Source: an optimization exercise on an open RTL-to-GDS flow (aim: small area, a short achievable clock period and few clock cycles). Production flows keep margins and buffers that such runs may drop.
The RTL was checked by simulation tests, not by an equivalence proof against the original design.
No activity file was given, so power comes from the tool's default toggle rates.

## design/flow/constraint.sdc

```tcl
create_clock -name core_clock -period 8.0 [get_ports {clk}]
set_input_delay 1.6000 -clock core_clock [delete_from_list [all_inputs] [get_ports {clk}]]
set_output_delay 1.6000 -clock core_clock [all_outputs]
set_load 0.01 [all_outputs]
```

## design/flow/design.v

```verilog
module spu(
input  clk,
input  rst,
input  start,
output stop,
input   [15:0] im_r_data,
output  [7:0]  im_addr,
output  [7:0] dm_addr,
output  dm_wr,
input  [15:0] dm_r_data,
output [15:0] dm_w_data
);
localparam [3:0] OP_LOAD  = 4'd0,
                 OP_STORE = 4'd1,
                 OP_ADD   = 4'd2,
                 OP_LOAC  = 4'd3,
                 OP_SUB   = 4'd4,
                 OP_JMPZ  = 4'd5,
                 OP_JUMP  = 4'd6,
                 OP_STOP  = 4'd15;
reg  [7:0]  pc;       
reg         fv;       
reg  [15:0] ir;       
reg         vd;       
reg         stopd;    
reg  [15:0] oha;      
reg  [15:0] ohb;      
reg         lcd;      
reg         fwda;     
reg         fwdb;     
reg  [15:0] a;        
reg  [15:0] b;        
reg         cin;      
reg  [7:0]  imme;     
reg  [7:0]  tgte;     
reg  [3:0]  rae;      
reg         we_e;     
reg         ld_e;     
reg         st_e;     
reg         jz_e;     
reg  [15:0] rf [0:15];
wire [3:0]  op_f = im_r_data[15:12];
wire [3:0]  op_d = ir[15:12];
wire [16:0] sum17 = {a, 1'b1} + {b, cin};
wire [15:0] alu   = sum17[16:1];
wire [15:0] res   = ld_e ? dm_r_data : alu;
wire        taken = jz_e & (a == 16'd0);
reg rst_q;
always @(posedge clk)
  rst_q <= rst;
wire [15:0] wd   = res & {16{~rst_q}};
wire [15:0] wsel = {16{rst_q}} | ({16{we_e}} & (16'd1 << rae));
always @(posedge clk) begin: rf_write
  integer i;
  for (i = 0; i < 16; i = i + 1)
    rf[i] <= (wd & {16{wsel[i]}}) | (rf[i] & {16{~wsel[i]}});
end
reg  [15:0] rda, rdb;
always @(*) begin: rf_read
  integer i;
  rda = {8'h00, ir[7:0] & {8{lcd}}};
  rdb = 16'd0;
  for (i = 0; i < 16; i = i + 1) begin
    rda = rda | (rf[i] & {16{oha[i]}});
    rdb = rdb | (rf[i] & {16{ohb[i]}});
  end
end
wire [15:0] va     = fwda ? res : rda;
wire [15:0] vb     = fwdb ? res : rdb;
wire        sub_d  = (op_d == OP_SUB);
wire        jz_d   = (op_d == OP_JMPZ);
wire [7:0]  tgt_d  = pc + ir[7:0] + 8'hff;    
wire        taken_d = vd & jz_d & ~fwda & ~taken & (rda == 16'd0);
wire        go_d   = vd & ~taken;
wire        we_n   = go_d & ((op_d == OP_LOAD) | (op_d == OP_ADD) | (op_d == OP_SUB) | (op_d == OP_LOAC));
always @(posedge clk) begin
  a    <= va;
  b    <= sub_d ? ~vb : vb;
  cin  <= sub_d;
  imme <= ir[7:0];
  tgte <= tgt_d;
  rae  <= ir[11:8];
  ld_e <= (op_d == OP_LOAD);
end
always @(posedge clk or posedge rst) begin
  if (rst) begin
    we_e <= 1'b0;
    st_e <= 1'b0;
    jz_e <= 1'b0;
  end else begin
    we_e <= we_n;
    st_e <= go_d & (op_d == OP_STORE);
    jz_e <= go_d & jz_d & fwda;
  end
end
reg  [7:0]  jt;
always @(*) begin: jump_adder
  reg [7:0] g, p, gg, pp, g2, p2;
  integer i;
  g = pc & im_r_data[7:0];
  p = pc ^ im_r_data[7:0];
  gg = g; pp = p;
  for (i = 1; i < 8; i = i + 1) begin
    g2[i] = gg[i] | (pp[i] & gg[i-1]);
    p2[i] = pp[i] & pp[i-1];
  end
  g2[0] = gg[0]; p2[0] = pp[0];
  gg = g2; pp = p2;
  for (i = 2; i < 8; i = i + 1) begin
    g2[i] = gg[i] | (pp[i] & gg[i-2]);
    p2[i] = pp[i] & pp[i-2];
  end
  gg = g2; pp = p2;
  for (i = 4; i < 8; i = i + 1) begin
    g2[i] = gg[i] | (pp[i] & gg[i-4]);
  end
  jt = p ^ {g2[6:0], 1'b0};
end
wire        kill_f = taken | taken_d | stopd;
wire        jump_f = fv & ~kill_f & (op_f == OP_JUMP);
wire        rd_ra_f = (op_f == OP_STORE) | (op_f == OP_JMPZ);
wire        rd_b_f  = (op_f == OP_ADD) | (op_f == OP_SUB);
wire        rd_a_f  = rd_ra_f | rd_b_f;
wire [3:0]  sa_f    = rd_ra_f ? im_r_data[11:8] : im_r_data[7:4];
always @(posedge clk) begin
  ir <= im_r_data;
  oha  <= rd_a_f ? (16'd1 << sa_f) : 16'd0;
  ohb  <= rd_b_f ? (16'd1 << im_r_data[3:0]) : 16'd0;
  lcd  <= (op_f == OP_LOAC);
  fwda <= we_n & rd_a_f & (ir[11:8] == sa_f);
  fwdb <= we_n & rd_b_f & (ir[11:8] == im_r_data[3:0]);
end
always @(posedge clk or posedge rst) begin
  if (rst) begin
    pc    <= 8'd0;
    fv    <= 1'b0;
    vd    <= 1'b0;
    stopd <= 1'b0;
  end else begin
    vd    <= fv & ~kill_f;
    stopd <= fv & ~kill_f & (op_f == OP_STOP);
    if (start) begin
      pc <= 8'd0;
      fv <= 1'b1;
    end else begin
      if (stopd)
        fv <= 1'b0;
      if (jump_f)
        pc <= jt;
      else if (taken)
        pc <= tgte;
      else if (taken_d)
        pc <= tgt_d;
      else
        pc <= pc + 8'd1;
    end
  end
end
assign im_addr   = pc;
assign dm_addr   = imme;
assign dm_wr     = st_e;
assign dm_w_data = a;
assign stop      = stopd;
endmodule
```

## design/flow/config.mk

```make
export PLATFORM = sky130hd
export DESIGN_NAME = spu
export DESIGN_NICKNAME = spu
export VERILOG_FILES = /design/flow/design.v
export SDC_FILE = /design/flow/constraint.sdc
export NUM_CORES = 4
export LEC_CHECK = 0
export ABC_CLOCK_PERIOD_IN_PS = 2800
export CAP_MARGIN = 20
export CORE_MARGIN = 2
export CORE_UTILIZATION = 40
export SLEW_MARGIN = 20
```

## design/flow/flow/run.sh

```bash
#!/bin/bash
set -uo pipefail
bash standard.sh SETUP_SLACK_MARGIN=5.6 finish > flow_make.log 2>&1
status=$?
tail -n 40 flow_make.log
exit $status
```

## design/flow/standard.sh

```bash
#!/bin/bash
# synth_recipe.tcl (not shown) runs the flow's synth.tcl, then flattens the netlist and writes it again
# the make line also repeats each setting of config.mk as NAME=value (left out here)
make -C /OpenROAD-flow-scripts/flow DESIGN_CONFIG=/design/flow/config.mk WORK_HOME=/design/flow/orfs CLKGATE_MAP_FILE= SYNTH_SCRIPT=/design/flow/synth_recipe.tcl "${@:-finish}"
```

==> results of run 1 <==
-- placed cells by master (no fill, tap or decap), types with 23 or more instances in the layout --
master and count:
a221oi_1 57, nand3_1 30, inv_1 39, xor2_1 30, buf_4 114, clkdlybuf4s50_1 23, ha_1 25, nor2_1 54
edfxtp_1 256, dfxtp_1 76, nor3_1 26, nand2_1 38, a21oi_1 24, a22o_1 62, buf_6 51, a22oi_1 94
clkbuf_16 43, xnor2_1 24
-- repair_timing --
item	4_1_cts	5_1_grt
cloned	5	2
resized for setup	361	116
setup endpoints to repair	371	473
pin swaps	51	70
setup buffers	54	69
-- path summary, 6_finish.rpt --
path | from | to | slack, ns | cells past startpoint
setup / recovery | im_r_data[0] | pc[6]$_DFF_PP0_ | 5.10 | 10
hold / removal | ir[2]$_DFF_P_ | imme[2]$_DFF_P_ | 0.40 | 0
setup reg to reg | b[0]$_DFF_P_ | flop | 5.13 | 11
hold reg to reg | ir[2]$_DFF_P_ | imme[2]$_DFF_P_ | 0.40 | 0
max in group asynchronous | rst | pc[4]$_DFF_PP0_ | 6.00 | 2
min in group asynchronous | rst | jz_e$_DFF_PP0_ | 1.50 | 2
-- critical path, stage by stage --
cell and delay (ns):
buf_12 0.10, ha_4 0.15, fa_2 0.33, a21o_1 0.16, a21o_1 0.16, a21o_1 0.19
a21oi_2 0.13, xnor2_1 0.15, nor3_2 0.08, a311oi_2 0.27
-- area by class of cell --
cell class / count / area, um^2 / share of cell area, %
Inverter: 41 / 160.2 / 0.7407
Multi-Input combinational cell: 777 / 6812 / 31.50
Timing Repair Buffer: 238 / 2442 / 11.30
Clock buffer: 49 / 1069 / 4.942
Sequential cell: 376 / 10250 / 47.42
Clock inverter: 20 / 221.5 / 1.024
Tap cell: 532 / 665.6 / 3.079
-- power groups by stage --
| stage | Combinational [mW] | Sequential (mW) | Clock (mW) |
|---|---|---|---|
| 2_1_floorplan | 0.270 | 2.39 | 0 |
| 3_3_place_gp | 0.448 | 2.43 | 0 |
| 3_5_place_dp | 0.455 | 2.43 | 0 |
| 4_1_cts | 0.570 | 2.39 | 1.86 |
| 5_1_grt | 0.710 | 2.41 | 1.93 |
| 6_report | 0.674 | 2.40 | 1.84 |
-- metal layers --
layer	track usage, %	vias to the layer above
met5	0	-
met2	41.10	1081
met4	10.79	0
met3	6.778	230
met1	36.01	6411
li1	-	5437
-- metrics by stage --
step	cell area, um^2	utilization, %
2_1_floorplan	16780	-
3_3_place_gp	17980	43.93
3_5_place_dp	17980	43.93
4_1_cts	20460	49.99
5_1_grt	21620	52.83
6_report	21620	52.83
-- cell families after synthesis --
kind of cell	synth area share, %
AOI/OAI and AO/OA	17.85
xor gates and xnor gates	3.008
adders and majority gates	3.076
buffers and inverters	4.274
DFF	61.21
muxes	1.711
and+or+nand+nor	8.872
==> summary.md, run 1 <==
The flow ran to the end and the layout has no timing, DRC or antenna violations. The worst hold path class is flop to flop. Measured against its own limit, the worst slew margin works out to 22.29%. The initial utilization of the core area, before any placement, comes to 40.56%. The pre-CTS setup slack is 3.936 ns, and the wire length of the first global-routing pass is 84720 um. The number of DRC violations after detailed routing is 0. Synthesis inferred 376 register bits. The largest area contributor in the synthesized netlist was edfxtp_1. Summed over all layers, the global routing overflow is 0. The worst path setup slack after routing was 5.095 ns; the average detailed-routed wire length per instance was 29.48 um. The area added between synthesis and finish came out at 30.27%. The count of cell types in the netlist was 69.

Along the worst path, the maximum fanout reaches 2. The H-tree was split into 2 levels. For this run, the register share of the synthesized area comes to 61.21%. The internal portion of the total power is 3.659 mW. The die covers 43140 um^2. The worst setup path is captured at a flop. Clock-pin slew was measured on the worst setup and hold paths at 0.07 ns.

The core region is 40920 um^2. For this design the top-level I/O count stands at 69. Dividing the detail-routed via count by the number of cells gives 6.473.

In the synthesized netlist, the number of instances is 1282. The area of the mapped netlist was 16600 um^2; the sum of routed wire segments on met1 was 22480 um. The leakage dissipation is 8.083 nW.

For this run, the number of Yosys warnings is 2. After layout, the minimum clock period comes to 2.905 ns. Summed over all nets, wire length on met3 after detailed routing comes to 7909 um. The chip width came out at 207.7 um. A synthesized cell averages 12.95 um^2. Counting tap cells, the placed design contains a total of 1834 instances. Of the post-synthesis cell area, the dominant cell type holds 46.31%. For this block, the routed nets add up to 59930 um of wire. The logs give 0 for the reported max-cap violation count and 0.4044 ns for the worst hold margin. Combinational cells account for 13.7% of the total power.

The commonest cells after synthesis are 256 x edfxtp_1, 106 x dfxtp_1, 101 x a22oi_1. For this run, the leading register cell type out of synthesis is edfxtp_1. The start-to-end type of the worst setup path is input pin to flop.

For the site row count, the log shows 74. Dividing total power by cell area gives a power density of 227.1 nW/um^2. For the number of max-slew violations in the final report, the log shows 0. After synthesis, the share of flip-flops with an asynchronous set or reset is 3.723%.

The worst setup path is launched from an input pin. TritonCTS built the clock tree. The final setup skew is 0.01719 ns, and the initial detailed-routing violation count is 2424.

The tools report the part of the power in registers as 48.8%. The via count of the first global-routing pass came out at 12349. The number of nets handed over by synthesis was 1356.

IR analysis of the VDD net gives a maximum drop of 0.1269 mV. Clock tree synthesis selected as its root buffer the cell clkbuf_16. The upper clock frequency limit was 344.3 MHz; the overall routing resource usage was 26.66%. The most used standard cell by instance count after synthesis is edfxtp_1. The total via count after detailed routing is 13159, and the total of fill cells in the finished design is 3326. The number of clock sinks seen by CTS was 376. The run gives 0 as the initial antenna violation count. Data on the critical path is required at its endpoint by 8.42 ns. Yosys attributes the largest share of cell area to edfxtp_1 46%, dfxtp_1 13%, a22oi_1 4.6%, a22o_1 3.3%, a221oi_1 3.2%. Net switching is 25.48% of the power. The slew of the pin with the lowest slew margin came out at 1.164 ns.

Yosys mapped a number of flops with a built-in enable equal to 256. The run gives 37.5% as the portion of total power attributed to the clock network. Total power for the finished layout comes to 4.910 mW. Entering global routing, the biggest net connects 35 pins. For this run, the number of standard cells in the final layout without fillers is 2033. The count of buffers added on input and output ports is 68. The placed wire-length estimate after detailed placement came out at 34170 um.

Of the cells placed in the final design, the portion with a size suffix greater than 1 is 33.18%. The tools report the number of hold-repair buffers added at the cts stage as 0. Setup violations remaining at the end of the flow were counted as 0. The maximum number of buffers from clock root to sink was 3; the antenna violation net count after detailed routing was 0. The clock reaches the later pin of the worst-skew pair after 0.54 ns. Routability-driven placement finished with a final weighted congestion of 0.9117.

The total number of nets in the final design is 1546, and the share of the clock period used by the worst path after layout is 36.31%. Highest metal layer with signal wires: met4. The pre-antenna-repair detailed-routing pass consisted of 9 iterations. In the detailed route, the total length drawn on met2 is 26710 um.

Setup repair after global routing could not meet its margin everywhere. The logs give 0 ns for the aggregate negative setup slack and 1.251 mW for the reported net switching power. Final count of hold timing violations: 0. The arrival time at the worst endpoint came out at 3.33 ns. The final antenna diode count is 0, and the die extent in y is 207.7 um. Counting the buffers created by CTS gives 38.
Testbench counts, summed over its fixed seeds: cycles 54,590.
==> inputs of run 2 (changes only) <==
==> design/flow/run.sh (new file) <==
#!/bin/bash
# synth_recipe.tcl (not shown) runs the flow's synth.tcl, then flattens the netlist and writes it again
# the make line also repeats each setting of config.mk as NAME=value (left out here)
make -C /OpenROAD-flow-scripts/flow DESIGN_CONFIG=/design/flow/config.mk WORK_HOME=/design/flow/orfs CLKGATE_MAP_FILE= SYNTH_SCRIPT=/design/flow/synth_recipe.tcl finish
--- a/design/flow/config.mk
+++ b/design/flow/config.mk
@@ -9,4 +9,5 @@
 export CAP_MARGIN = 20
 export CORE_MARGIN = 2
 export CORE_UTILIZATION = 40
+export SETUP_SLACK_MARGIN = 5
 export SLEW_MARGIN = 20
removed: design/flow/flow/run.sh
removed: design/flow/standard.sh
==> run 2 against run 1 <==
Cell count fell by 5.8%; clock power fell by 7%; global-route usage fell by 0.73 points; synthesized cell count did not move; critical endpoint is now pc[7]$_DFF_PP0_.
==> summary.md, run 2 <==
Setup repair after global routing could not meet its margin everywhere. The die extent in y was 207.7 um. Among all flip-flop cells after synthesis, the most frequent one is edfxtp_1. The pre-CTS setup slack was 3.894 ns. The run finished with no timing, DRC or antenna violations. After global routing, the most crowded layer is met2. During placement, the flow inserted port buffers numbering 68.

After floorplanning, the core was sized to cover 40920 um^2. The logs give 329.7 MHz for the upper clock frequency limit and 0.54 ns for the later-pin clock latency in the skew report. Most used standard cell by instance count after synthesis: edfxtp_1. The number of max-slew violations in the final report is 0. The slew of the pin with the lowest slew margin is 1.095 ns, and the post-placement cell count is 1835. The path with the worst hold slack has its endpoint at imme[2]$_DFF_P_. Counting every instance in the synthesized netlist gives 1282. Synthesis inferred 376 register bits.

Beginning of the worst hold path: ir[2]$_DFF_P_. The run gives 0.9085 as the final weighted congestion in routability-driven placement. The maximum number of buffers from clock root to sink is 3, and the hold-critical path depth is 0.

For the total via count after detailed routing, the log shows 12319. At the end of the flow, the number of nets in the layout was 1434. The critical path in this run is classified as input pin to flop. The floorplan step defined a die boundary enclosing 43140 um^2.

Across the run, the number of max-cap violations was 0. The arrival time at the worst endpoint is 3.47 ns. Leaving out fill and tap cells, the most frequent cell in the layout is edfxtp_1. The detail route stage leaves a number of antenna-violating nets equal to 0. The first global-routing pass estimated 81940 um of wire. The via count normalized by instance count was 6.430; the placed wire-length estimate after detailed placement was 34210 um. The total CTS buffers was 37. The count of cell types in the netlist was 69. The worst register-to-register path ends at pc[5]$_DFF_PP0_. The total overflow left after global routing is 0. The worst IR drop on VDD was 0.1201 mV. Area added between synthesis and finish: 16.63%. Cell at the root of the clock tree: clkbuf_16. The average detailed-routed wire length per instance is 29.73 um. The number of hold buffers added after CTS was 0. Dividing the synthesized area by the synthesized cell count gives 12.95 um^2. The worst hold path belongs to the class flop to flop.

Tracing the worst setup path back leads to its startpoint at im_r_data[1]. Summed over all layers, the routed wires come to 56970 um. TritonCTS built the clock tree. Sorting the synthesized cells by how often they occur yields 256 x edfxtp_1, 106 x dfxtp_1, 101 x a22oi_1. The count of cells in the finished layout, fillers not included, comes to 1916. The worst setup path is launched from an input pin.

Yosys attributes the largest share of cell area to edfxtp_1 46%, dfxtp_1 13%, a22oi_1 4.6%, a22o_1 3.3%, a221oi_1 3.2%. For this configuration, the core starts out at a cell density of 40.56%. Power spread over the standard cell area amounts to 236.6 nW/um^2. Clock tree synthesis found a total of 376 sinks. The number of levels the H-tree was split into is 2. In the final timing run, aggregate negative setup slack is 0 ns. The number of nets handed over by synthesis was 1356. The initial antenna violation count came out at 0. Overall routing resource usage: 25.93%. For the finished layout, the period the worst path requires is 3.033 ns. In this run the biggest area consumer among cell types represents 46.31% of the synthesized area. The logs give 4.967 ns for the worst path setup slack after routing and 12046 for the via count of the first global-routing pass. For met2 alone, demand over resource in global routing was 39.71%. The share of the clock period used by the worst path after layout was 37.91%; the chip width was 207.7 um.

The largest driver fanout on the critical path works out to 8. In the global route stage, met3 resource usage came out at 5.900%. The worst reg-to-reg path cell count was 8. Yosys printed 2 warnings. The run gives 16600 um^2 as the area of the mapped netlist.

For met1 alone, demand over resource in global routing was 35.26%. edfxtp_1 takes more of the synthesized area than any other cell. The sequential element share of the synthesized area was 61.21%. The share of cells above drive strength 1 is 15.68%, and the worst hold margin is 0.4069 ns. The tools report the worst max-slew margin expressed relative to the limit as 26.23%. The top cell types in the final layout, fill and taps aside, are 256 x edfxtp_1, 101 x a22oi_1, 96 x dfxtp_1.

The maximum number of pins on one net before global-route repair was 35; the leakage dissipation was 7.227 nW. The number of DRC violations after detailed routing came out at 0. Between clock sinks in the finished design, the worst skew comes to 0.01559 ns. The total of endpoints with negative setup slack in the final report is 0. The final count of hold timing violations is 0, and the number of ports placed on the die boundary is 69.

Data on the critical path is required at its endpoint by 8.43 ns. Yosys mapped a number of flops with a built-in enable equal to 256. Before antenna repair, the detailed router went through 7 iterations.

After floorplanning, the core was divided into 74 placement rows. The worst setup path is captured at a flop. For flop-to-flop paths, the worst setup slack is 5.06 ns. The async set or reset register ratio after synthesis was 3.723%; the final antenna diode count was 0.

The worst register-to-register path begins at oha[7]$_SDFF_PP0_. In this run, the number of DRC markers left after iteration 0 of detailed routing was 2239. After clock tree synthesis, the clock-pin slew on the worst setup and hold paths is 0.07 ns.
-- run 2: worst max-delay path by stage --
stage	to	slack (ns)
after global placement	pc[6]$_DFF_PP0_	3.94
after global routing	pc[7]$_DFF_PP0_	4.84
after floorplan	pc[6]$_DFF_PP0_	4.77
after CTS	pc[7]$_DFF_PP0_	4.97
final	pc[7]$_DFF_PP0_	4.97
after detailed placement	pc[6]$_DFF_PP0_	3.89
-- run 2: critical path, cell delays in order --
cell	delay, ns
clkdlybuf4s15_2	0.25
ha_1	0.31
a21o_1	0.16
a21oi_2	0.17
nor2b_1	0.07
o21a_1	0.20
o41ai_2	0.25
xnor2_1	0.16
nor3_1	0.07
a311oi_2	0.23
-- run 2: metrics by stage --
| stage | utilization (%) | area [um^2] | power, mW |
|---|---|---|---|
| after global routing | 47.30 | 19360 | 4.719 |
| after floorplan | - | 16630 | 2.652 |
| after CTS | 46.92 | 19200 | 4.572 |
| final | 47.30 | 19360 | 4.581 |
| after detailed placement | 43.62 | 17850 | 2.872 |
| after global placement | 43.62 | 17850 | 2.867 |
-- run 2: report_power, final --
part           internal, mW  leakage, nW  total, mW  switching (mW)
Combinational         0.168         2.98      0.478           0.309
Sequential             2.28         3.69       2.39           0.112
Clock                 0.979        0.563       1.71           0.730
Total                  3.43         7.23       4.58            1.15
-- run 2: metal layers --
layer | up-vias | wire, um
met3 | 205 | 6839
met1 | 6003 | 22040
met2 | 903 | 25140
li1 | 5208 | -
met4 | 0 | 2951
met5 | - | 0
-- run 2: cell type report --
| type | count | area [um^2] |
|---|---|---|
| multi-input combinational | 776 | 6077 |
| sequential | 376 | 10180 |
| tap | 532 | 665.6 |
| fill | 3623 | 21570 |
| timing repair buffer | 128 | 1117 |
| inverter | 41 | 153.9 |
| clock inverter | 15 | 125.1 |
| clock buffer | 48 | 1040 |
-- run 2: cell families after synthesis --
group                    synth area share, %
flip-flops                             61.21
AO/OA/AOI/OAI                          17.85
XOR/XNOR                               3.008
multiplexers                           1.711
adder cells (fa/ha/maj)                3.076
buffers and inverters                  4.274
AND/OR/NAND/NOR                        8.872
-- run 2: repair_timing --
action	in CTS	in global routing
cloned	0	0
endpoints found under the setup margin	188	149
pin swaps	2	12
resized for setup	86	26
buffers inserted	9	9
==> inputs of run 3 (changes only) <==
==> design/flow/flow/run.sh (new file) <==
#!/bin/bash
# Layout flow: the standard ORFS layout (standard.sh, with the standard
# synthesis unchanged), except that the port buffers are plain buf_2 cells
# rather than the delay-cell buffers the resizer picks by default (the
# platform matches cell footprints when resizing, so a delay cell can never
# become a plain buffer later). Every port still gets its own buffer.
# make's full output goes to flow_make.log; each ORFS step writes its own log
# under orfs/logs/.
set -uo pipefail
bash standard.sh "BUFFER_PORTS_ARGS=-buffer_cell sky130_fd_sc_hd__buf_2" SETUP_SLACK_MARGIN=5.3 finish > flow_make.log 2>&1
status=$?
tail -n 40 flow_make.log
exit $status
==> design/flow/standard.sh (new file) <==
#!/bin/bash
# synth_recipe.tcl (not shown) runs the flow's synth.tcl, then flattens the netlist and writes it again
# the make line also repeats each setting of config.mk as NAME=value (left out here)
make -C /OpenROAD-flow-scripts/flow DESIGN_CONFIG=/design/flow/config.mk WORK_HOME=/design/flow/orfs CLKGATE_MAP_FILE= SYNTH_SCRIPT=/design/flow/synth_recipe.tcl "${@:-finish}"
--- a/design/flow/config.mk
+++ b/design/flow/config.mk
@@ -9,5 +9,4 @@
 export CAP_MARGIN = 20
 export CORE_MARGIN = 2
 export CORE_UTILIZATION = 40
-export SETUP_SLACK_MARGIN = 5
 export SLEW_MARGIN = 20
removed: design/flow/run.sh
==> run 3 against run 2 <==
Sequential power barely moved; combinational power increased by 12%; largest power group unchanged; utilization rose by 1.6 points; maximum frequency up 5.4%.
==> summary.md, run 3 <==
The wire length of the first global-routing pass is 82580 um, and the synthesis warning total is 2. The initial antenna violation count is 0. The detail route stage leaves a number of antenna-violating nets equal to 0. The average instance area after synthesis is 12.95 um^2, and the slew of the pin with the lowest slew margin is 1.316 ns. STA puts the critical path data required time at 8.45 ns.

The most used flip-flop cell after synthesis was edfxtp_1. The region available for standard cell placement spans 40920 um^2. In this run the worst setup path terminates at pc[6]$_DFF_PP0_. The flow ran to the end and the layout has no timing, DRC or antenna violations. The sequential element share of the synthesized area was 61.21%. On the final layout, the worst clock skew is 0.02209 ns. The logs give 12242 for the via count of the first global-routing pass and 7.525 nW for the leakage dissipation.

In this run the worst hold path is classified as flop to flop. The number of port buffers came out at 68. For the total of fill cells in the finished design, the log shows 3534. Portion of total power attributed to the clock network: 39.8%.

In the synthesized netlist the async set-or-reset flop fraction comes to 3.723%. The worst reg-to-reg path cell count is 12, and the number of enable-type register cells in the synthesized netlist is 256. After synthesis the cells add up to 16600 um^2.

After synthesis, the most frequently instantiated cells are 256 x edfxtp_1, 106 x dfxtp_1, 101 x a22oi_1. VDD sags by at most 0.1225 mV. In the layout the commonest cells are 256 x edfxtp_1, 100 x a22oi_1, 88 x dfxtp_1. The share of cells above drive strength 1 was 25.40%.

In this run the power density over the cells is 243.6 nW/um^2. The switching power as a share of total power works out to 24.63%. For this design, the CTS-stage hold fixing added 0 buffers.

The area share of the leading cell type in the synthesized netlist is 46.31%. The worst max-slew margin expressed relative to the limit came out at 12.15%. Net count of the mapped netlist: 1356. Counting the buffers created by CTS gives 38. The part of the power in registers is 49.2%, and the internal power of the cells is 3.673 mW. The final period demand of the worst path is 2.878 ns. The largest driver fanout on the critical path works out to 2.

For this run, the post-layout net count is 1465. After detailed routing, the number of vias per cell comes to 6.495. The die extent in y is 207.7 um, and the chip width is 207.7 um. At the end of routability-driven placement, the weighted congestion stood at 0.9346.

The final antenna diode count is 0, and the cell count after synthesis is 1282. The reported net switching power came out at 1.200 mW. In the post-synthesis netlist, the cell with the most instances is edfxtp_1. The arrival time at the worst endpoint was 3.33 ns. Entering global routing, the biggest net connects 35 pins. Relative to the synthesized area, the layout overhead comes to 20.51%. The die covers 43140 um^2. Number of ports placed on the die boundary: 69. The initial standard-cell utilization of the core came out at 40.56%. The total via count after detailed routing came out at 12685. The run gives 0 as the number of DRC violations after detailed routing. The worst setup path is captured at a flop.

For flop-to-flop paths, the worst setup slack is 5.19 ns. TritonCTS built the clock tree. For the placed wire-length estimate after detailed placement, the log shows 34220 um. For the number of max-slew violations in the final report, the log shows 0. For the worst-skew pair, the clock arrives at the later sink with an insertion delay of 0.55 ns. Static timing analysis puts the maximum clock frequency at 347.4 MHz. In this run, the combinational gates consume 11.0% of the power. The average detailed-routed wire length per instance works out to 30.05 um.

Largest area contributor in the synthesized netlist: edfxtp_1. The total of endpoints with negative setup slack in the final report is 0. Setup repair after global routing could not meet its margin everywhere. The logs give 17550 um^2 for the instance area at placement and 8 for the length of the first detailed-routing pass in iterations. Summed over all failing endpoints, the final setup total negative slack is 0 ns. The worst hold path passes through 0 cells. Global routing finished with a remaining overflow of 0. The start-to-end type of the worst setup path is input pin to flop.

Number of levels the H-tree was split into: 2. The worst path uses 35.98% of the clock period. The run gives 2106 as the initial detailed-routing violation count. The most critical setup path has its startpoint at im_r_data[0].

Global routing consumed, over all layers together, 26.10% of the routing resources. The routed design has 58680 um of wire. The tools report the summed area of non-filler cells in the final layout as 20000 um^2. The startpoint identified for the worst register-to-register timing path is a[5]$_DFF_P_. The final count of hold timing violations is 0.

The worst setup path is launched from an input pin. By area the synthesized netlist is led by edfxtp_1 46%, dfxtp_1 13%, a22oi_1 4.6%, a22o_1 3.3%, a221oi_1 3.2%. The clock passes through at most 3 buffers.

The initialized floorplan defines 74 standard-cell rows. The synthesis-stage register bit count was 376. The tools report the final standard cell utilization of the core as 48.88%. Reported max-cap violation count: 0. CTS placed an instance of clkbuf_16 at the clock tree root.

The run gives 69 as the count of cell types in the netlist. Leaving out fill and tap cells, the most frequent cell in the layout is edfxtp_1. Clock-pin slew was measured on the worst setup and hold paths at 0.06 ns. CTS saw 376 sinks.
==> run 3: cell counts after synthesis <==
No cell type changed its count.
==> run 3: logic make-up (layout without fill, tap and decap cells) <==
group	count (synthesis)	in the layout	synth area share, %
xor+xnor	57	57	3.008
buf+inv	130	269	4.274
compound gates	370	370	17.85
mux	28	28	1.711
simple gates	282	282	8.872
flops	376	376	61.21
fa+ha+maj	39	39	3.076
==> run 3: layer usage <==
metal / part of all wire (%) / global-route usage (%) / up-vias
li1: - / - / 5265
met1: 38 / 34.15 / 6181
met2: 45 / 40.60 / 1017
met3: 13 / 7.731 / 222
met4: 4.3 / 10.79 / 0
met5: 0 / 0 / -
==> run 3: timing repair <==
| action | CTS | global route |
|---|---|---|
| gates cloned | 0 | 1 |
| resized for setup | 84 | 69 |
| endpoints found under the hold margin | 0 | 0 |
| buffers inserted | 18 | 26 |
| setup endpoints to repair | 242 | 192 |
| pin swaps | 25 | 26 |
==> run 3: through the flow <==
step | hold slack (ns) | std cells | setup slack (ns) | total power [mW]
floorplan | 0.3499 | 1282 | 4.774 | 2.655
detailed placement | 0.4047 | 1838 | 4.395 | 2.863
global route | 0.4139 | 1953 | 5.057 | 4.999
CTS | 0.4130 | 1926 | 5.093 | 4.823
global placement | 0.3981 | 1838 | 4.454 | 2.860
finish | 0.4124 | 1953 | 5.122 | 4.874
==> run 3: layout make-up <==
type,count,area (um^2),area share (%)
flip-flops and latches,376,10210,51.04
multi-input cells,776,6366,31.83
repair buffers,158,1234,6.168
clock buffers,56,1187,5.936
well taps,532,665.6,3.328
clock inverters,14,187.7,0.9383
inverters,41,153.9,0.7694
==> run 3: worst max-delay path, stage by stage <==
cell	delay (ns)
buf_12	0.10
ha_4	0.16
fa_2	0.39
a21o_1	0.19
a21o_1	0.17
a21o_1	0.17
a21oi_2	0.16
xnor2_2	0.15
nor3_2	0.07
a311oi_2	0.18
==> run 3: worst min-delay path by stage <==
stage / startpoint / endpoint / slack (ns)
after floorplan: ir[3]$_DFF_P_ / imme[3]$_DFF_P_ / 0.35
after CTS: ir[2]$_DFF_P_ / imme[2]$_DFF_P_ / 0.41
final: ir[2]$_DFF_P_ / imme[2]$_DFF_P_ / 0.41
after detailed placement: ir[2]$_DFF_P_ / imme[2]$_DFF_P_ / 0.40
after global placement: ir[10]$_DFF_P_ / rae[2]$_DFF_P_ / 0.40
after global routing: ir[2]$_DFF_P_ / imme[2]$_DFF_P_ / 0.41
==> run 3: power groups by stage <==
stage	registers (mW)	logic, mW	clock network (mW)
floorplan	2.39	0.264	0
global placement	2.43	0.430	0
detailed placement	2.43	0.435	0
CTS	2.39	0.483	1.95
global route	2.41	0.571	2.02
finish	2.40	0.536	1.94
==> inputs of run 4 (changes only) <==
--- a/design/flow/flow/run.sh
+++ b/design/flow/flow/run.sh
@@ -7,7 +7,7 @@
 # make's full output goes to flow_make.log; each ORFS step writes its own log
 # under orfs/logs/.
 set -uo pipefail
-bash standard.sh "BUFFER_PORTS_ARGS=-buffer_cell sky130_fd_sc_hd__buf_2" SETUP_SLACK_MARGIN=5.3 finish > flow_make.log 2>&1
+bash standard.sh "BUFFER_PORTS_ARGS=-buffer_cell sky130_fd_sc_hd__buf_2" finish > flow_make.log 2>&1
 status=$?
 tail -n 40 flow_make.log
 exit $status
--- a/design/flow/config.mk
+++ b/design/flow/config.mk
@@ -9,4 +9,5 @@
 export CAP_MARGIN = 20
 export CORE_MARGIN = 2
 export CORE_UTILIZATION = 40
+export SETUP_SLACK_MARGIN = 5
 export SLEW_MARGIN = 20
==> run 4 against run 3 <==
First-iteration DRC count increased by 1.5%; clock power decreased by 4%; die area unchanged; wire length decreased by 2.8%; non-clock buffer count decreased by 38; utilization decreased by 2.0 points; global-route usage decreased by 0.61 points; sequential cell count unchanged; sequential power about the same; critical endpoint is now b[8]$_DFF_P_; largest cell class unchanged.
==> summary.md, run 4 <==
The post-placement cell count came out at 1834. The area of the mapped netlist is 16600 um^2, and the total number of nets in the final design is 1426. The placed instances occupy a cell area of 17520 um^2. Sequential element share of the synthesized area: 61.21%. The area inside the core boundary came out at 40920 um^2. The placed wire-length estimate after detailed placement was 34210 um; the maximum number of pins on one net before global-route repair was 35.

The share of the clock period used by the worst path after layout was 37.48%. The number of max-slew violations in the final report was 0; the cell area power density was 247.5 nW/um^2. The area growth from synthesis to layout is 15.46%.

The first detailed-routing pass took 6 iterations. TritonCTS built the clock tree. The die covers 43140 um^2.

The number of hold buffers added after CTS was 0. The largest driver fanout on the critical path was 3; the via count of the first global-routing pass was 11989. The initial standard-cell utilization of the core is 40.56%, and the chip width is 207.7 um.

After clock tree synthesis, the clock-pin slew on the worst setup and hold paths is 0.07 ns. In this run the vertical extent of the chip is 207.7 um. OpenSTA, run right after detailed placement, puts the worst setup slack at 4.334 ns. IR analysis of the VDD net gives a maximum drop of 0.1497 mV. The site row count was 74; the arrival time at the worst endpoint was 3.41 ns.

For the leakage dissipation, the log shows 7.173 nW. The upper clock frequency limit is 333.5 MHz. In this run, the number of DRC markers left after iteration 0 of detailed routing was 2138. At the end of routability-driven placement, the weighted congestion stood at 0.8785. The critical path is of the flop to flop type.

The first global-routing pass estimated 80810 um of wire. Final setup skew: 0.01980 ns. For the pin with the worst max-slew slack, the measured transition is 1.279 ns.

Leaving out fill and tap cells, the most frequent cells in the layout are 256 x edfxtp_1, 101 x a22oi_1, 100 x dfxtp_1. The later pin in the worst-skew pair is clocked with a latency of 0.54 ns. Synthesis warning total: 2.

The most used standard cell by instance count after synthesis is edfxtp_1. The worst register-to-register path has a setup slack of 5.00 ns. The async set or reset register ratio after synthesis came out at 3.723%.

The signal on the critical path passes through ha_1 > a211oi_2 > o211ai_1 > a21oi_1 > o21bai_1 > xor2_1 > mux2i_1 > a21oi_1 > xor2_1. In this run the number of H-tree levels came out at 2. Setup repair after global routing could not meet its margin everywhere. By count the netlist is led by 256 x edfxtp_1, 106 x dfxtp_1, 101 x a22oi_1.

In this run, distinct cell masters in the synthesized netlist total 69. The area share of the leading cell type in the synthesized netlist is 46.31%. Data on the critical path is required at its endpoint by 8.41 ns. The post-route netlist has 20.35% of its cells at a drive strength greater than 1. Sorting the synthesized cells by area gives the leading types as edfxtp_1 46%, dfxtp_1 13%, a22oi_1 4.6%, a22o_1 3.3%, a221oi_1 3.2%. Setup violations remaining at the end of the flow were counted as 0. The worst path in the final design needs a cycle of 2.998 ns, including I/O delays and setup. The worst reg-to-reg path cell count was 9; the synthesis-stage register bit count was 376. The count of non-filler cells in the finished layout came out at 1913.

Global routing consumed, over all layers together, 25.50% of the routing resources. In this run the tool buffered the top-level ports with 68 buffer cells. The tools report the total via count after detailed routing as 12590. The tightest min-delay check is of the flop to flop type. TritonCTS created 37 clock buffers. The library cell used most frequently in the layout, excluding fill and tap cells, is edfxtp_1. The reported max-cap violation count was 0. In this run the remaining antenna-violating nets after routing total 0.

Counting every instance in the synthesized netlist gives 1282. The total overflow left after global routing is 0. Source of the worst register-to-register timing path: a[5]$_DFF_P_. In this run the deepest clock path goes through 3 buffers. For this run, the slowest stage of the critical path takes 0.56 ns. 69 I/O pins were placed. The most critical setup path has its startpoint at a[5]$_DFF_P_. Dividing the synthesized area by the synthesized cell count gives 12.95 um^2. Counting every net in the synthesized netlist gives 1356. Final count of hold timing violations: 0. The run gives 19160 um^2 as the summed area of non-filler cells in the final layout.

The initial antenna violation count is 2. edfxtp_1 takes more of the synthesized area than any other cell. Dividing the detail-routed via count by the number of cells gives 6.581. The number of enable-type register cells in the synthesized netlist came out at 256. The kind of start point of the critical path is a flop. Once routing completed, OpenROAD measured the worst setup slack at 5.002 ns. In the routed design, unresolved DRC markers number 0.

The number of antenna diodes in the final layout is 0. The clock net in this run drives a total of 376 sinks. The aggregate routed wire length was 57060 um; the average detailed-routed wire length per instance was 29.83 um. The run finished with no timing, DRC or antenna violations. Endpoint kind of the worst setup timing path: a flop.

For this design, the slowest cell found on the critical path is mux2i_1. The aggregate negative setup slack came out at 0 ns. The worst max-slew margin expressed relative to the limit is 14.64%. The tree is rooted in a clkbuf_16. In this run the critical register-to-register path is captured at b[8]$_DFF_P_. Following the worst setup path forward leads to its endpoint at b[8]$_DFF_P_. For this run, the leading register cell type out of synthesis is edfxtp_1.
==> run 4: cell counts after synthesis <==
No cell type changed its count.
==> run 4: worst min-delay path by stage <==
stage / endpoint / start / depth (start not counted)
final: rae[3]$_DFF_P_ / ir[11]$_DFF_P_ / 0
after global routing: rae[1]$_DFF_P_ / ir[9]$_DFF_P_ / 0
after CTS: rae[3]$_DFF_P_ / ir[11]$_DFF_P_ / 0
after detailed placement: rae[3]$_DFF_P_ / ir[11]$_DFF_P_ / 0
after global placement: rae[2]$_DFF_P_ / ir[10]$_DFF_P_ / 0
after floorplan: imme[3]$_DFF_P_ / ir[3]$_DFF_P_ / 0
==> run 4: layout make-up <==
type | count | area (um^2)
Sequential cell | 376 | 10170
Tap cell | 532 | 665.6
Clock buffer | 52 | 1127
Timing Repair Buffer | 120 | 775.7
Fill cell | 3585 | 21760
Inverter | 41 | 153.9
Multi-Input combinational cell | 776 | 6073
Clock inverter | 16 | 198.9
==> run 4: worst max-delay path, delay by kind of cell, from the launching register on <==
kind / cells / cell delay, ns
mux: 1 / 0.56
xor+xnor: 2 / 0.36
compound gates: 5 / 1.26
flops: 1 / 0.33
fa+ha+maj: 1 / 0.34
==> run 4: cell families after synthesis <==
logic type / after synthesis / share of synthesized area [%]
mux: 28 / 1.711
buf+inv: 130 / 4.274
flops: 376 / 61.21
xor+xnor: 57 / 3.008
fa+ha+maj: 39 / 3.076
compound gates: 370 / 17.85
simple gates: 282 / 8.872
==> run 4: metal layers <==
metal	track usage (%)	vias to the layer above	wire (um)
met3	7.277	233	7318
met5	0.5562	-	35
li1	-	5197	-
met2	38.52	1032	25300
met1	33.79	6126	21560
met4	12.18	2	2850
==> run 4: per-stage QoR <==
| step | hold WS [ns] | util, % | total power [mW] |
|---|---|---|---|
| after floorplan | 0.3499 | - | 2.652 |
| after CTS | 0.4125 | 46.39 | 4.717 |
| after detailed placement | 0.4002 | 42.82 | 2.859 |
| after global placement | 0.4008 | 42.75 | 2.855 |
| after global routing | 0.4253 | 46.83 | 4.866 |
| final | 0.4138 | 46.83 | 4.743 |
==> run 4: power by group <==
| part | total [mW] | internal, mW | switching (mW) |
|---|---|---|---|
| sequential | 2.40 | 2.28 | 0.116 |
| combinational | 0.471 | 0.156 | 0.315 |
| clock | 1.87 | 1.12 | 0.753 |
| total | 4.74 | 3.56 | 1.18 |
==> run 4: timing repair <==
action                                  in CTS  in global routing
resized for setup                           30                 29
endpoints found under the setup margin     144                177
pin swaps                                    5                 13
buffers inserted                             3                  8
==> inputs of run 5 (changes only) <==
--- a/design/flow/design.v
+++ b/design/flow/design.v
@@ -31,8 +31,6 @@
 reg  [15:0] a;        
 reg  [15:0] b;        
 reg         cin;      
-reg  [7:0]  imme;     
-reg  [7:0]  tgte;     
 reg  [3:0]  rae;      
 reg         we_e;     
 reg         ld_e;     
@@ -69,16 +67,15 @@
 wire [15:0] vb     = fwdb ? res : rdb;
 wire        sub_d  = (op_d == OP_SUB);
 wire        jz_d   = (op_d == OP_JMPZ);
+wire        ls_d   = (op_d == OP_LOAD) | (op_d == OP_STORE);
 wire [7:0]  tgt_d  = pc + ir[7:0] + 8'hff;    
 wire        taken_d = vd & jz_d & ~fwda & ~taken & (rda == 16'd0);
 wire        go_d   = vd & ~taken;
 wire        we_n   = go_d & ((op_d == OP_LOAD) | (op_d == OP_ADD) | (op_d == OP_SUB) | (op_d == OP_LOAC));
 always @(posedge clk) begin
   a    <= va;
-  b    <= sub_d ? ~vb : vb;
+  b    <= (sub_d ? ~vb : vb) | {8'h00, (ir[7:0] & {8{ls_d}}) | (tgt_d & {8{jz_d}})};
   cin  <= sub_d;
-  imme <= ir[7:0];
-  tgte <= tgt_d;
   rae  <= ir[11:8];
   ld_e <= (op_d == OP_LOAD);
 end
@@ -148,7 +145,7 @@
       if (jump_f)
         pc <= jt;
       else if (taken)
-        pc <= tgte;
+        pc <= b[7:0];
       else if (taken_d)
         pc <= tgt_d;
       else
@@ -157,7 +154,7 @@
   end
 end
 assign im_addr   = pc;
-assign dm_addr   = imme;
+assign dm_addr   = b[7:0];
 assign dm_wr     = st_e;
 assign dm_w_data = a;
 assign stop      = stopd;
--- a/design/flow/config.mk
+++ b/design/flow/config.mk
@@ -5,9 +5,12 @@
 export SDC_FILE = /design/flow/constraint.sdc
 export NUM_CORES = 4
 export LEC_CHECK = 0
-export ABC_CLOCK_PERIOD_IN_PS = 2800
+export ABC_AREA = 1
 export CAP_MARGIN = 20
 export CORE_MARGIN = 2
 export CORE_UTILIZATION = 40
+export CTS_BUF_LIST = sky130_fd_sc_hd__clkbuf_8
+export CTS_CLUSTER_DIAMETER = 60
+export CTS_CLUSTER_SIZE = 16
 export SETUP_SLACK_MARGIN = 5
 export SLEW_MARGIN = 20
==> run 5 against run 4 <==
Still clean; register-to-register slack improved by 0.07 ns; wire length is 2.9% higher; sequential power down 3%; first-iteration DRC count fell by 25%; synthesized cell count is 49% higher; die area increased by 5.4%; global-route usage rose by 0.32 points; highest routed layer is now met4.
==> summary.md, run 5 <==
For the net count of the mapped netlist, the log shows 1984. After synthesis, the cell types taking the most area are edfxtp_1 44%, nand2_1 14%, dfxtp_1 10%, nand3_1 4.1%, nor2_1 3.4%. The later-pin clock latency in the skew report came out at 0.66 ns. The most used standard cell by instance count after synthesis is nand2_1. The run gives 14253 as the total via count after detailed routing.

Start-to-end type of the worst setup path: flop to output port. The via count of the first global-routing pass was 13549. The aggregate routed wire length was 58700 um.

The commonest non-fill, non-tap cell in the layout was nand2_1. After layout, the worst path uses 36.90% of the clock period. The reported net switching power came out at 1.091 mW.

Row generation in the floorplan step produced 76 rows. The final period demand of the worst path is 2.952 ns, and the cell area power density is 204.2 nW/um^2. The endpoint kind of the worst setup timing path was an output port.

After synthesis, the most frequently instantiated cells are 663 x nand2_1, 256 x edfxtp_1, 157 x nor2_1. In this run, the number of DRC markers left after iteration 0 of detailed routing was 1612. The count of nets left with antenna violations once routing finished came out at 0. Of all nets on the critical path, the largest fanout is 5. Prior to clock tree synthesis, the placed netlist has a worst setup slack of 4.621 ns. The multi-input combinational cell area came out at 6711 um^2. Cell with the largest stage delay on the worst path: dfrtp_1. The cell sitting at the root of the clock tree is a clkbuf_8. Dividing the detail-routed wire length by the instance count gives 22.97 um. The initial antenna violation count came out at 2. Detailed placement finished with a half-perimeter wire length of 38700 um. Worst max-slew margin expressed relative to the limit: 19.08%.

The cell count after synthesis is 1910, and the async set or reset register ratio after synthesis is 3.889%. The final count of hold timing violations was 0. Entering global routing, the biggest net connects 27 pins. Synthesis inferred 360 register bits. Area inside the core boundary: 43170 um^2. The most used flip-flop cell after synthesis is edfxtp_1. The worst hold path class is flop to flop. Sequential elements use 56.20% of the synthesized area. Across the VDD grid, the largest voltage drop is 0.1183 mV.

Across the run, the number of max-cap violations was 0. Including well taps, the total number of placed cells is 2509. The slew of the pin with the lowest slew margin is 1.212 ns, and the die extent in y is 213.2 um. The switching power as a share of total power was 28.33%; the critical path required time was 6.40 ns. Clock tree synthesis inserted a total of 28 buffers. For this run, the post-layout net count is 2028. The final setup skew is 0.05832 ns, and the average instance area after synthesis is 9.167 um^2. The internal power of the cells was 2.761 mW; the final standard cell utilization of the core was 43.71%. The count of cell types in the netlist was 53.

STA classifies the critical path startpoint as a flop. The Yosys step of the flow raised 2 warnings. The run gives 1 as the number of levels the H-tree was split into.

TritonCTS built the clock tree. For this configuration, the core starts out at a cell density of 40.56%. The length of the first detailed-routing pass in iterations was 6; the count of non-filler cells in the finished layout was 2556.

The tools report the total of fill cells in the finished design as 4165. From synthesis to final layout, the design area changed by 7.775%. The worst path buffer plus inverter count was 1; the upper clock frequency limit was 338.7 MHz. For this design the top-level I/O count stands at 69. The worst path setup slack after routing was 5.048 ns. The number of clock sinks seen by CTS was 360. The number of port buffers is 68. The post-route netlist has 10.15% of its cells at a drive strength greater than 1. After synthesis the cells add up to 17510 um^2.

In the routed layout, each cell is associated on average with a via count of 5.576. Delay of the slowest cell on the worst path: 0.52 ns. After clock tree synthesis, the clock-pin slew on the worst setup and hold paths is 0.11 ns.

Setup repair after global routing could not meet its margin everywhere. The first global-routing pass estimated 85260 um of wire. edfxtp_1 takes more of the synthesized area than any other cell. The number of enable-type register cells in the synthesized netlist came out at 256.

The library cells used most frequently in the layout, excluding fill and tap cells, are 663 x nand2_1, 256 x edfxtp_1, 150 x nor2_1. The share of total power dissipated in the clock network is 26.7%. The overall routing resource usage is 25.81%, and the chip width is 213.2 um. The number of max-slew violations in the final report is 0, and the leakage dissipation is 8.115 nW. Kind of cell with the highest combined delay on the critical path: flip-flops. STA puts the critical path data arrival time at 1.35 ns.

The maximum number of buffers from clock root to sink is 3. The number of DRC violations after detailed routing was 0; the final weighted congestion in routability-driven placement was 0.9245. Setup violations remaining at the end of the flow were counted as 0.

Adding up every negative setup slack in the final design gives 0 ns. Per report_power, the combinational group accounts for 12.8% of the total. The critical path goes through buf_2. Registers are responsible for 60.5% of the overall power.

The synthesized design devotes to its leading area cell type 43.90% of total area. The die outline area came out at 45460 um^2. The sum of overflow across all layers after global routing was 0. The run finished with no timing, DRC or antenna violations. For the register cell area after layout, the log shows 9842 um^2.
-- run 5: kinds of logic (layout without fill, tap and decap cells) --
family | after synthesis | in the layout | share of synthesized area [%]
AOI/OAI and AO/OA | 225 | 225 | 8.339
xor gates and xnor gates | 32 | 32 | 1.601
adders and majority gates | 39 | 39 | 2.916
buffers and inverters | 208 | 268 | 6.003
DFF | 360 | 360 | 56.20
muxes | 1 | 1 | 0.05717
other | 0 | 1 | 0
and+or+nand+nor | 1045 | 1045 | 24.89
-- run 5: metrics by stage --
stage	hold slack, ns	cell area, um^2	power (mW)
finish	0.3969	18870	3.853
floorplan	0.3641	17510	2.638
global route	0.4107	18870	3.997
CTS	0.4036	18850	3.854
detailed placement	0.4017	18300	2.849
global placement	0.3991	18300	2.837
-- run 5: power groups by stage --
stage | clock network [mW] | logic, mW | registers (mW)
2_1_floorplan | 0 | 0.312 | 2.33
3_3_place_gp | 0 | 0.474 | 2.36
3_5_place_dp | 0 | 0.482 | 2.37
4_1_cts | 1.04 | 0.484 | 2.33
5_1_grt | 1.11 | 0.543 | 2.35
6_report | 1.03 | 0.492 | 2.33
-- run 5: metal layers --
layer	track usage [%]	up-vias	share of wire (%)
met4	11.18	0	4.1
met5	0	-	0
met1	32.36	6800	39
met2	43.86	746	47
met3	4.486	173	9.2
li1	-	6534	-
-- run 5: what timing repair did --
action / 4_1_cts / 5_1_grt
setup endpoints to repair: 97 / 196
hold buffers: 0 / 0
setup buffers: 0 / 0
cloned: 0 / 0
resized for setup: 7 / 5
-- run 5: cell type report --
cell class / count / share of cell area (%)
clock buffers: 29 / 2.115
clock inverters: 17 / 0.7293
inverters: 120 / 2.387
diodes: 1 / 0.01326
flip-flops and latches: 360 / 52.15
well taps: 585 / 3.879
repair buffers: 102 / 3.156
multi-input cells: 1342 / 35.57
-- run 5: final timing paths --
| path | from | end | slack, ns | depth (start not counted) |
|---|---|---|---|---|
| min in group asynchronous | rst | we_e$_DFF_PP0_ | 1.01 | 2 |
| max in group asynchronous | rst | pc[1]$_DFF_PP0_ | 6.56 | 2 |
| min | ir[8]$_DFF_P_ | rae[0]$_DFF_P_ | 0.40 | 0 |
| min reg2reg | ir[8]$_DFF_P_ | rae[0]$_DFF_P_ | 0.40 | 0 |
| max | pc[2]$_DFF_PP0_ | im_addr[2] | 5.05 | 1 |
| max reg2reg | a[3]$_DFF_P_ | flop | 5.07 | 8 |
Testbench counts of run 5, summed over its fixed seeds: cycles 54,590.
==> inputs of run 6 (changes only) <==
--- a/design/flow/config.mk
+++ b/design/flow/config.mk
@@ -5,7 +5,6 @@
 export SDC_FILE = /design/flow/constraint.sdc
 export NUM_CORES = 4
 export LEC_CHECK = 0
-export ABC_AREA = 1
 export CAP_MARGIN = 20
 export CORE_MARGIN = 2
 export CORE_UTILIZATION = 40
==> run 6 against run 5 <==
Wire length fell by 1.7%; total power rose by 3.5%; combinational power rose by 12%; non-clock buffer count rose by 30.
==> summary.md, run 6 <==
Total number of nets in the final design: 1436. The multi-input combinational cells in the finished layout cover a total of 6157 um^2. For the number of DRC violations after detailed routing, the log shows 0. The floorplan has 73 rows. For the final count of hold timing violations, the log shows 0.

Once detail routing completed, the nets flagged for antenna violations numbered 0. The die extent in y is 205.3 um. Initial antenna violation count: 0. Synthesis instantiated 64 different standard cells from the library.

Between clock sinks in the finished design, the worst skew comes to 0.01877 ns. The clock reaches the later pin of the worst-skew pair after 0.65 ns. A synthesized cell averages 12.50 um^2. Traced cell by cell, the critical path runs through a22o_1 > a221oi_1 > and3_1 > nand3_2 > or4_4 > or3_4 > mux2i_1 > o41ai_1.

The tools report the number of clock sinks seen by CTS as 360. The min-delay analysis places its worst path in the category flop to flop. The total of endpoints with negative setup slack in the final report was 0. The tool flagged a number of max-cap violations equal to 0.

After detailed routing, the total wire length is 57720 um. Most used routing layer in global routing: met2. Sorting the synthesized cells by area gives the leading types as edfxtp_1 47%, dfxtp_1 11%, a22oi_1 4.7%, a221oi_1 3.8%, a22o_1 3.5%.

Based on the critical path, the design can be clocked at up to 334.3 MHz. Aggregate negative setup slack: 0 ns. For this block, the initial DRC count from the detailed router was 2075. The total overflow left after global routing is 0. At the pin with the least slew margin, the transition time is 1.377 ns.

The wire-length estimate of the detail-placed layout is 35190 um. The number of max-slew violations in the final report was 0; the overall power of the completed layout was 3.986 mW. For the worst IR drop on VDD, the log shows 0.1023 mV. The via count of the first global-routing pass was 12054; the area added between synthesis and finish was 13.23%. The routed design could run at a clock period as short as 2.991 ns.

Global routing used 33.71% of the available met1 tracks. The via count normalized by instance count came out at 6.583. The run gives 32 as the maximum number of pins on one net before global-route repair. Among all cell types in the netlist, the one instantiated most often is edfxtp_1. During placement, the flow inserted port buffers numbering 68.

The clock edge transition at the registers on the reported setup and hold paths was 0.10 ns; the sequential element share of the synthesized area was 60.69%. Global routing used 43.16% of the available met2 tracks. The length of the first detailed-routing pass in iterations is 9, and the share of the clock period used by the worst path after layout is 37.39%. In the synthesized netlist, the cells that appear most often are 256 x edfxtp_1, 101 x a22oi_1, 90 x dfxtp_1. The cell with the largest stage delay on the worst path is or4_4.

The total via count after detailed routing is 12574, and the area share of the leading cell type in the synthesized netlist is 47.42%. The run gives 1371 as the net count of the mapped netlist. The average detailed-routed wire length per instance came out at 30.22 um.

Most used flip-flop cell after synthesis: edfxtp_1. After synthesis, the share of flip-flops with an asynchronous set or reset is 3.889%. Setup repair after global routing could not meet its margin everywhere. Synthesis produced a netlist whose cell count is 1297. In the layout the commonest cells are 256 x edfxtp_1, 98 x a22oi_1, 81 x dfxtp_1. In this run the power density over the cells is 217.1 nW/um^2. On the final layout, the worst hold slack is 0.4273 ns. Of the cells placed in the final design, the portion with a size suffix greater than 1 is 20.00%. The first global-routing pass estimated 81450 um of wire. Across the whole layout, storage elements account for 9868 um^2. The congestion estimate from routability-driven global placement came to 0.9312. The kind of start point of the critical path was a flop. After synthesis the netlist holds a flip-flop and latch count of 360.

For this design the static power due to leakage is 6.951 nW. The chip width is 205.3 um. Commonest non-fill, non-tap cell in the layout: edfxtp_1.

After filler insertion, the fill cell instance count of the layout stands at 3548. For the final antenna diode count, the log shows 0. The largest area contributor in the synthesized netlist is edfxtp_1. Clock tree synthesis selected as its root buffer the cell clkbuf_8.

For the number of levels the H-tree was split into, the log shows 1. TritonCTS built the clock tree. The synthesis warning total came out at 2.

Counting flops with a built-in enable in the synthesized netlist gives 256. In this run, CTS created clock tree buffers numbering 29. The largest single stage delay on the critical path is 0.62 ns.

Initial standard-cell utilization of the core: 40.62%. Headroom to the max-slew limit came out at 8.085%. Global routing used 6.953% of the available met3 tracks. Counting along the longest clock path gives a buffer depth of 3.

During I/O placement, the number of pins put on the boundary was 69. The mapped netlist covers 16210 um^2. Along the worst path, the maximum fanout reaches 16.

The tools report the critical path required time as 8.54 ns. The worst setup path is captured at a flop. The worst setup path is of the flop to flop kind. The flow ran to the end and the layout has no timing, DRC or antenna violations.

For this run, the total global-route usage over all layers was measured as 26.76%. The die covers 42160 um^2. The tools report the arrival time at the worst endpoint as 3.53 ns. In this run the standard cell core region covers 39910 um^2.

After clock tree synthesis, the flow added hold-fix buffers numbering 0.
==> run 6: cell types whose count changed after synthesis, moves of 47 or more <==
cell      previous run  this run
inv_1              119        48
a221oi_1            23        70
nand3_1            143        35
nor2_1             157        79
a22oi_1              2       101
nand2_1            663        46
==> run 6: timing repair <==
action,in CTS,in global routing
setup endpoints to repair,143,184
buffers inserted,1,25
gates resized for setup,34,66
pin swaps,1,20
==> run 6: through the flow <==
stage	utilization (%)	instances	worst slack, ns	instance area [um^2]
after detailed placement	43.01	1830	4.400	17170
after global routing	45.99	1910	4.914	18360
after CTS	44.77	1885	5.003	17870
after global placement	43.01	1830	4.505	17170
final	45.99	1910	5.009	18360
after floorplan	-	1297	4.878	16240
==> run 6: worst max-delay path: cells and delay by family, from the launching register on <==
kind             cells  cell delay (ns)
AO/OA/AOI/OAI        3             0.81
flip-flops           1             0.47
multiplexers         1             0.14
AND/OR/NAND/NOR      4             1.48
==> run 6: cells by family after synthesis <==
group	count (synthesis)	share of synthesized area, %
compound gates	392	18.97
xor+xnor	56	3.025
buf+inv	146	3.975
mux	26	1.621
fa+ha+maj	39	3.149
flops	360	60.69
simple gates	278	8.567
==> run 6: routing by layer <==
| layer | share of wire (%) | routed length (um) |
|---|---|---|
| met1 | 37 | 21070 |
| met2 | 45 | 26080 |
| met3 | 13 | 7596 |
| met4 | 5.2 | 2976 |
| met5 | 0 | 0 |
==> run 6: final timing paths <==
check                           slack (ns)                from              end  depth (start not counted)
min in group asynchronous             1.07                 rst   jz_e$_DFF_PP0_                          2
worst min-delay path                  0.43      ir[11]$_DFF_P_   rae[3]$_DFF_P_                          0
worst max register to register        5.01  oha[12]$_SDFF_PN0_  pc[5]$_DFF_PP0_                          8
max in group asynchronous             6.43                 rst  pc[1]$_DFF_PP0_                          2
worst min register to register        0.43      ir[11]$_DFF_P_   rae[3]$_DFF_P_                          0
worst max-delay path                  5.01  oha[12]$_SDFF_PN0_  pc[5]$_DFF_PP0_                          8
==> run 6: cell type report <==
type / instances / area share [%]
Multi-Input combinational cell: 791 / 33.54
Inverter: 48 / 0.9815
Sequential cell: 360 / 53.76
Tap cell: 525 / 3.578
Clock inverter: 25 / 1.138
Timing Repair Buffer: 132 / 4.826
Clock buffer: 29 / 2.174
==> run 6: where the power goes <==
part / switching, mW / leakage [nW] / total [mW] / internal (mW)
Clock: 0.638 / 0.364 / 1.09 / 0.449
Sequential: 0.133 / 3.56 / 2.35 / 2.22
Combinational: 0.363 / 3.03 / 0.550 / 0.187
Total: 1.13 / 6.95 / 3.99 / 2.85
==> inputs of run 7 (changes only) <==
--- a/design/flow/config.mk
+++ b/design/flow/config.mk
@@ -5,6 +5,7 @@
 export SDC_FILE = /design/flow/constraint.sdc
 export NUM_CORES = 4
 export LEC_CHECK = 0
+export ABC_CLOCK_PERIOD_IN_PS = 2800
 export CAP_MARGIN = 20
 export CORE_MARGIN = 2
 export CORE_UTILIZATION = 40
==> run 7 against run 6 <==
Wire length unchanged; final area stayed put; utilization stayed put; sequential share of layout area unchanged; critical endpoint unchanged; via count unchanged; cell count is the same; critical path type unchanged; synthesized cell count is the same.
==> summary.md, run 7 <==
The flow ran to the end and the layout has no timing, DRC or antenna violations. The average detailed-routed wire length per instance works out to 30.22 um. The layout has 3548 filler cells. Port buffering added 68 buffers. Clock latency on the worst-skew pair, taken at its later pin, is 0.65 ns.

The arrival time at the worst endpoint was 3.53 ns; the synthesized-area fraction occupied by and/or/nand/nor cells was 8.567%. Hold repair after CTS inserted 0 buffers. Setup slack on the worst reg-to-reg path comes out at 5.01 ns.

Routability-driven placement finished with a final weighted congestion of 0.9312. After Yosys synthesis, XOR and XNOR cells account for 3.025% of the synthesized area. Sorting the synthesized cells by how often they occur yields 256 x edfxtp_1, 101 x a22oi_1, 90 x dfxtp_1.

The aggregate routed wire length is 57720 um. The clock passes through at most 3 buffers. The endpoint kind of the worst setup timing path is a flop. The first global-routing pass estimated 81450 um of wire. Headroom to the max-slew limit came out at 8.085%. Tracing the worst setup path back leads to its startpoint at oha[12]$_SDFF_PN0_. The via count of the first global-routing pass is 12054, and the hold-critical path depth is 0. For this run, the total global-route usage over all layers was measured as 26.76%. The share of the clock period used by the worst path after layout came out at 37.39%. The first routing iteration left 2075 violations. CTS saw 360 sinks. Using the TritonRoute via totals, the vias-per-cell ratio works out to 6.583. The post-placement cell count was 1830.

The tools report the worst hold path endpoint as rae[3]$_DFF_P_. The initialized floorplan defines 73 standard-cell rows. After synthesis, the largest family of logic cells by area is compound AO/OA/AOI/OAI gates. Entering global routing, the biggest net connects 32 pins. The area added between synthesis and finish is 13.23%.

The number of max-slew violations in the final report is 0. The tools report the summed area of non-filler cells in the final layout as 18360 um^2. The synthesized netlist devotes 18.97% of its cell area to compound gates.

The largest driver fanout on the critical path is 16. The worst IR drop on VDD is 0.1023 mV, and the total number of nets in the final design is 1436. Setup repair after global routing could not meet its margin everywhere. The most used standard cell by instance count after synthesis is edfxtp_1.

Yosys printed 2 warnings. For the initial standard-cell utilization of the core, the log shows 40.62%. For this design the static power due to leakage is 6.951 nW. The startpoint identified for the worst register-to-register timing path is oha[12]$_SDFF_PN0_.

The average instance area after synthesis is 12.50 um^2, and the chip width is 205.3 um. Summed over all instances, the cell type with the most area after synthesis is edfxtp_1. Initial antenna violation count: 0. The top cell types in the final layout, fill and taps aside, are 256 x edfxtp_1, 98 x a22oi_1, 81 x dfxtp_1. For the total CTS buffers, the log shows 29. For the placed wire-length estimate after detailed placement, the log shows 35190 um. Worst hold path class: flop to flop.

Between clock sinks in the finished design, the worst skew comes to 0.01877 ns. For the number of ports placed on the die boundary, the log shows 69. In this run the remaining antenna-violating nets after routing total 0. The final count of hold timing violations is 0, and the multiplexer area fraction after synthesis is 1.621%. The final period demand of the worst path was 2.991 ns. The tools report the critical path required time as 8.54 ns. The die extent in y was 205.3 um; the number of enable-type register cells in the synthesized netlist was 256. The die covers 42160 um^2. Setup violations remaining at the end of the flow were counted as 0. Clock-pin slew was measured on the worst setup and hold paths at 0.10 ns.

The worst setup path is of the flop to flop kind. The worst setup path is launched from a flop. In this run the clock root is driven by a clkbuf_8. The share of cells above drive strength 1 came out at 20.00%. For the upper clock frequency limit, the log shows 334.3 MHz. The aggregate negative setup slack is 0 ns. For the multi-input combinational cell area, the log shows 6157 um^2. The repair_antennas step left the layout with diodes totalling 0. The count of cells in the finished layout, fillers not included, comes to 1910.

The tool flagged a number of max-cap violations equal to 0. On the final layout, the worst hold slack is 0.4273 ns. Leaving out fill and tap cells, the most frequent cell in the layout is edfxtp_1. The synthesized design contains 360 register bits. The number of different library cells used by synthesis comes to 64. The sum of overflow across all layers after global routing was 0; the register cell area after layout was 9868 um^2. Measured on the finished design, the core utilization comes to 45.99%. For the total via count after detailed routing, the log shows 12574. The worst register-to-register path has a depth of 8. The share of the Yosys chip area taken by registers is 60.69%. Before antenna repair, the detailed router went through 9 iterations. The top cell type by area accounts for 47.42% of the synthesized area. The area share of fa/ha/maj cells after synthesis is 3.149%, and the number of DRC violations after detailed routing is 0.

The async set or reset register ratio after synthesis works out to 3.889%. The worst hold path begins at ir[11]$_DFF_P_. The run gives 16210 um^2 as the area of the mapped netlist. In the post-synthesis netlist, the biggest area contributors are edfxtp_1 47%, dfxtp_1 11%, a22oi_1 4.7%, a221oi_1 3.8%, a22o_1 3.5%. The number of nets handed over by synthesis was 1371. The slew of the pin with the lowest slew margin is 1.377 ns. The number of levels the H-tree was split into is 1. After technology mapping, the gate count stands at 1297. In this run the critical register-to-register path is captured at pc[5]$_DFF_PP0_. In this run the cell area measured after placement is 17170 um^2.

The most used flip-flop cell after synthesis was edfxtp_1. In this run the power density over the cells is 217.1 nW/um^2. TritonCTS built the clock tree.

The area inside the core boundary came out at 39910 um^2.
[run 7: cell counts in the layout (fill, tap and decap cells not counted)]
No cell type changed its count.
[run 7: cell type report]
type                       instances  area share, %
inverter                          48         0.9815
clock buffer                      29          2.174
timing repair buffer             132          4.826
clock inverter                    25          1.138
sequential                       360          53.76
multi-input combinational        791          33.54
tap                              525          3.578
[run 7: worst max-delay path by stage]
stage                            endpoint  slack, ns  depth (start not counted)
after detailed placement             flop       4.40                          8
after CTS                   b[14]$_DFF_P_       5.00                          9
after floorplan           pc[6]$_DFF_PP0_       4.88                         10
after global routing                 flop       4.91                          7
final                     pc[5]$_DFF_PP0_       5.01                          8
after global placement               flop       4.50                          8
[run 7: cell families after synthesis]
group	after synthesis
compound gates	392
flops	360
simple gates	278
buf+inv	146
xor+xnor	56
fa+ha+maj	39
mux	26
[run 7: power by group]
| part | internal, mW | switching [mW] | total (mW) |
|---|---|---|---|
| Combinational | 0.187 | 0.363 | 0.550 |
| Sequential | 2.22 | 0.133 | 2.35 |
| Clock | 0.449 | 0.638 | 1.09 |
| Total | 2.85 | 1.13 | 3.99 |
[run 7: repair_timing]
item,CTS,global route
endpoints found under the setup margin,143,184
pin swaps,1,20
resized for setup,34,66
buffers inserted,1,25
[run 7: metal layers]
metal	up-vias	GRT usage, %	part of all wire [%]
met2	1036	43.16	45
met1	6020	33.71	37
met4	0	12.44	5.2
met5	-	0	0
li1	5268	-	-
met3	250	6.953	13
[run 7: critical path, cell delays in order (launching register included)]
cell      delay [ns]
dfxtp_4         0.47
a22o_1          0.24
a221oi_1        0.21
and3_1          0.21
nand3_2         0.20
or4_4           0.62
or3_4           0.45
mux2i_1         0.14
o41ai_1         0.36
[run 7: per-stage QoR]
stage	setup WS, ns	total power [mW]
floorplan	4.878	2.633
global placement	4.505	2.859
detailed placement	4.400	2.867
CTS	5.003	3.929
global route	4.914	4.118
finish	5.009	3.986

==> re-timing with driven ports <==
No port has a modelled driver above. Below, the same layouts with a new extraction and two added sets of constraints.
Step 1 assumes that a clkbuf_16 drives the clock port and a buf_2 every other input.
Step 2 also shifts input and output timing later by t, the mid clock arrival at the registers, as if the neighbouring blocks saw the same clock.
Slacks: ideal / step 1 / step 2; pairs: ideal / step 1.
run | t, ns | slack for setup (ns) | worst data-port slew with drivers (ns)
run 1 | 0.588 | 5.095 / 5.106 / 4.518 | 0.06
run 2 | 0.585 | 4.967 / 4.976 / 4.415 | 0.04
run 3 | 0.587 | 5.122 / 5.129 / 4.542 | 0.07
run 4 | 0.585 | 5.002 / 5.002 / 4.520 | 0.06
run 5 | 0.681 | 5.048 / 4.997 / 4.600 | 0.04
run 6 | 0.693 | 5.009 / 4.969 / 4.521 | 0.04
run 7 | 0.693 | 5.009 / 4.969 / 4.521 | 0.04
After both steps every run listed still meets setup and hold. The setup slack of run 3, which loses most, moves by +0.007 ns with the drivers and by -0.580 ns with both steps.
